This is an optimization exercise on Yosys and OpenROAD, whose aim is small area and a short achievable clock period, not a production implementation.
The RTL was checked by simulation tests, not by an equivalence proof against the original design.
Power and IR drop assume default switching activity.

==> flow/design.v <==
module cpu (clk, rst, imem_addr, imem_data, test, test1);
	input clk, rst;
	output [6:0] imem_addr;
	input  [31:0] imem_data;
	output [31:0] test;
	output [31:0] test1;
	reg [6:0] pc;
	always @(posedge clk or posedge rst)
		if (rst) pc <= 7'd0;
		else     pc <= pc + 7'd1;
	assign imem_addr = pc;
	reg [31:0] ir;
	always @(posedge clk)
		ir <= rst ? 32'd0 : imem_data;
	assign test = ir;
	wire [5:0] op = ir[31:26];
	wire [5:0] fn = ir[5:0];
	wire d_lw  = (op == 6'b000111);
	wire d_sw  = (op == 6'b001000);
	wire d_r   = (op == 6'b000110);
	wire d_add = d_r & (fn == 6'b100000);
	wire d_sub = d_r & (fn == 6'b100010);
	wire d_and = d_r & (fn == 6'b100100);
	wire d_or  = d_r & (fn == 6'b100101);
	wire d_mem = d_lw | d_sw;
	wire d_valid = d_mem | d_add | d_sub | d_and | d_or;
	wire d_arith = d_mem | d_add | d_sub;
	wire [4:0] d_dest = d_mem ? ir[20:16] : (d_valid ? ir[15:11] : 5'd0);
	wire [511:0] rf;      
	wire [15:0] rs_oh, rt_oh;
	genvar g;
	generate
		for (g = 0; g < 16; g = g + 1) begin : DEC
			assign rs_oh[g] = ~rst & (ir[25:21] == g);
			assign rt_oh[g] = ~rst & (ir[20:16] == g);
		end
	endgenerate
	reg [31:0] rd_a, rd_b;
	integer k;
	always @(*) begin
		rd_a = 32'd0;
		rd_b = 32'd0;
		for (k = 0; k < 16; k = k + 1) begin
			rd_a = rd_a | ({32{rs_oh[k]}} & rf[32*k +: 32]);
			rd_b = rd_b | ({32{rt_oh[k]}} & rf[32*k +: 32]);
		end
	end
	reg [31:0] ea;            
	reg [31:0] eb;            
	reg [31:0] es;            
	reg e_arith, e_sub, e_or, e_swv, e_mem, e_valid, e_nw;
	reg [3:0] e_dest;
	always @(posedge clk) begin
		ea   <= rd_a;
		eb   <= d_mem ? {16'd0, ir[15:0]} : (rd_b ^ {32{d_sub}});
		es   <= rd_b;
		if (rst) begin
			e_arith <= 1'b0; e_sub <= 1'b0; e_or <= 1'b0;
			e_swv <= 1'b0; e_mem <= 1'b0; e_valid <= 1'b0; e_nw <= 1'b0;
			e_dest <= 4'd0;
		end else begin
			e_arith <= d_arith; e_sub <= d_sub; e_or <= d_or;
			e_swv <= d_sw & e_valid; e_mem <= d_mem; e_valid <= d_valid; e_nw <= d_dest[4];
			e_dest <= d_dest[3:0];
		end
	end
	wire [32:0] sum1 = {ea, 1'b1} + {eb, e_sub};
	wire [31:0] sum = sum1[32:1];
	wire [31:0] res = e_arith ? sum : (e_or ? (ea | eb) : (ea & eb));
	reg m_nw;
	reg [3:0] m_dest;
	reg [31:0] md;
	reg [12:0] m_rsel, m_wsel;
	reg m_fwd;
	reg [31:0] ss;
	wire [415:0] dm;      
	wire [12:0] ap = ea[12:0] ^ eb[12:0];
	wire [12:0] aa = ea[12:0] & eb[12:0];
	wire [12:0] ao = ea[12:0] | eb[12:0];
	wire hi_ok = &(~(ap[12:5] ^ ao[11:4]));
	wire [12:0] hit;
	generate
		for (g = 0; g < 13; g = g + 1) begin : ADEC
			wire [4:0] K = g;
			wire [4:0] cin  = ap[4:0] ^ K;
			wire [3:0] cout;
			genvar b;
			for (b = 0; b < 4; b = b + 1) begin : B
				assign cout[b] = K[b] ? aa[b] : ao[b];
			end
			assign hit[g] = hi_ok & ~cin[0] & (cin[4:1] == cout[3:0]);
		end
	endgenerate
	wire [12:0] wsel = hit & {13{e_swv}};
	wire [12:0] rsel = hit & {13{e_mem & ~d_sw}};
	always @(posedge clk) begin
		m_rsel <= rsel & ~wsel & {13{~rst}};
		m_wsel <= wsel & {13{~rst}};
		m_fwd  <= (|(rsel & wsel)) & ~rst;
		ss     <= es;
		if (rst) begin
			m_nw <= 1'b0; m_dest <= 4'd0;
			md <= 32'd0;
		end else begin
			m_nw <= e_nw; m_dest <= e_dest;
			md <= e_mem ? 32'd0 : res;    
		end
	end
	wire [31:0] sd0 = ss & {32{~rst}};
	wire [31:0] sd1 = ss | {32{rst}};
	function [31:0] init_word(input integer i);
		init_word = (i == 0) ? 32'd1000 : (i == 1) ? 32'd5000 :
		            (i == 2) ? 32'd2000 : (i == 3) ? 32'd3000 : 32'd0;
	endfunction
	generate
		for (g = 0; g < 13; g = g + 1) begin : DM
			wire [31:0] iw = init_word(g);
			wire [31:0] nd = (sd1 & iw) | (sd0 & ~iw);
			reg [31:0] q;
			always @(posedge clk)
				if (m_wsel[g] | rst) q <= nd;
			assign dm[32*g +: 32] = q;
		end
	endgenerate
	reg [31:0] mrd;
	always @(*) begin
		mrd = {32{m_fwd}} & ss;
		for (k = 0; k < 13; k = k + 1)
			mrd = mrd | ({32{m_rsel[k]}} & dm[32*k +: 32]);
	end
	wire [31:0] wbn = (mrd | md) & {32{~rst}};
	reg [31:0] wb;
	always @(posedge clk) wb <= wbn;
	assign test1 = wb;
	generate
		for (g = 0; g < 16; g = g + 1) begin : RF
			reg [31:0] q;
			always @(posedge clk)
				if (rst | (~m_nw & (m_dest == g))) q <= wbn;
			assign rf[32*g +: 32] = q;
		end
	endgenerate
endmodule
make LEC_CHECK=0 CAP_MARGIN=20 CORE_MARGIN=2 CORE_UTILIZATION=55 SETUP_SLACK_MARGIN=2.9 SLEW_MARGIN=20 finish   # period 5.5 ns
run.sh (not shown) runs the stock make flow with config.mk's settings and CLKGATE_MAP_FILE= SYNTH_SCRIPT=/design/flow/synth_recipe.tcl, a recipe that flattens the netlist after the stock synthesis.
The baseline produced a clean layout.
Then changed:
--- a/flow/config.mk
+++ b/flow/config.mk
@@ -10,2 +10,4 @@
 export CORE_UTILIZATION = 55
+export CTS_CLUSTER_DIAMETER = 60
+export CTS_CLUSTER_SIZE = 30
 export SETUP_SLACK_MARGIN = 2.9
Cell area went down slightly.
Clock power falls by about a fifth.
Non-clock buffer count grows by 11.
Routed wire length rose by a few percent.
Via count increases slightly.
Core utilization is lower by 0.85 points.

[afterwards: timing with drivers on the ports]
No port has a modelled driver above. Below, the same layouts with a new extraction and two added sets of constraints.
Step 1: set_driving_cell puts a clkbuf_16 on clk and a buf_2 on each other input, an assumption about the parent block.
Step 2 adds t to the input delays and takes it off the output delays; t is the mean of the earliest and latest rising clock arrival at the registers after step 1. Input paths then give back, and output paths get back, about the clock's delay inside the block.
a / b / c = ideal / step 1 / step 2; a / b = the first two.
run	t, ns	setup WS [ns]	cell pins on the clock port's net
the first run	0.757	2.705 / 2.521 / 1.764	1
the second run	0.739	2.747 / 2.756 / 2.017	1
After both steps every run listed still meets setup and hold. For the first run, which loses most, drivers alone change the setup slack by -0.184 ns; drivers and shift together by -0.941 ns.
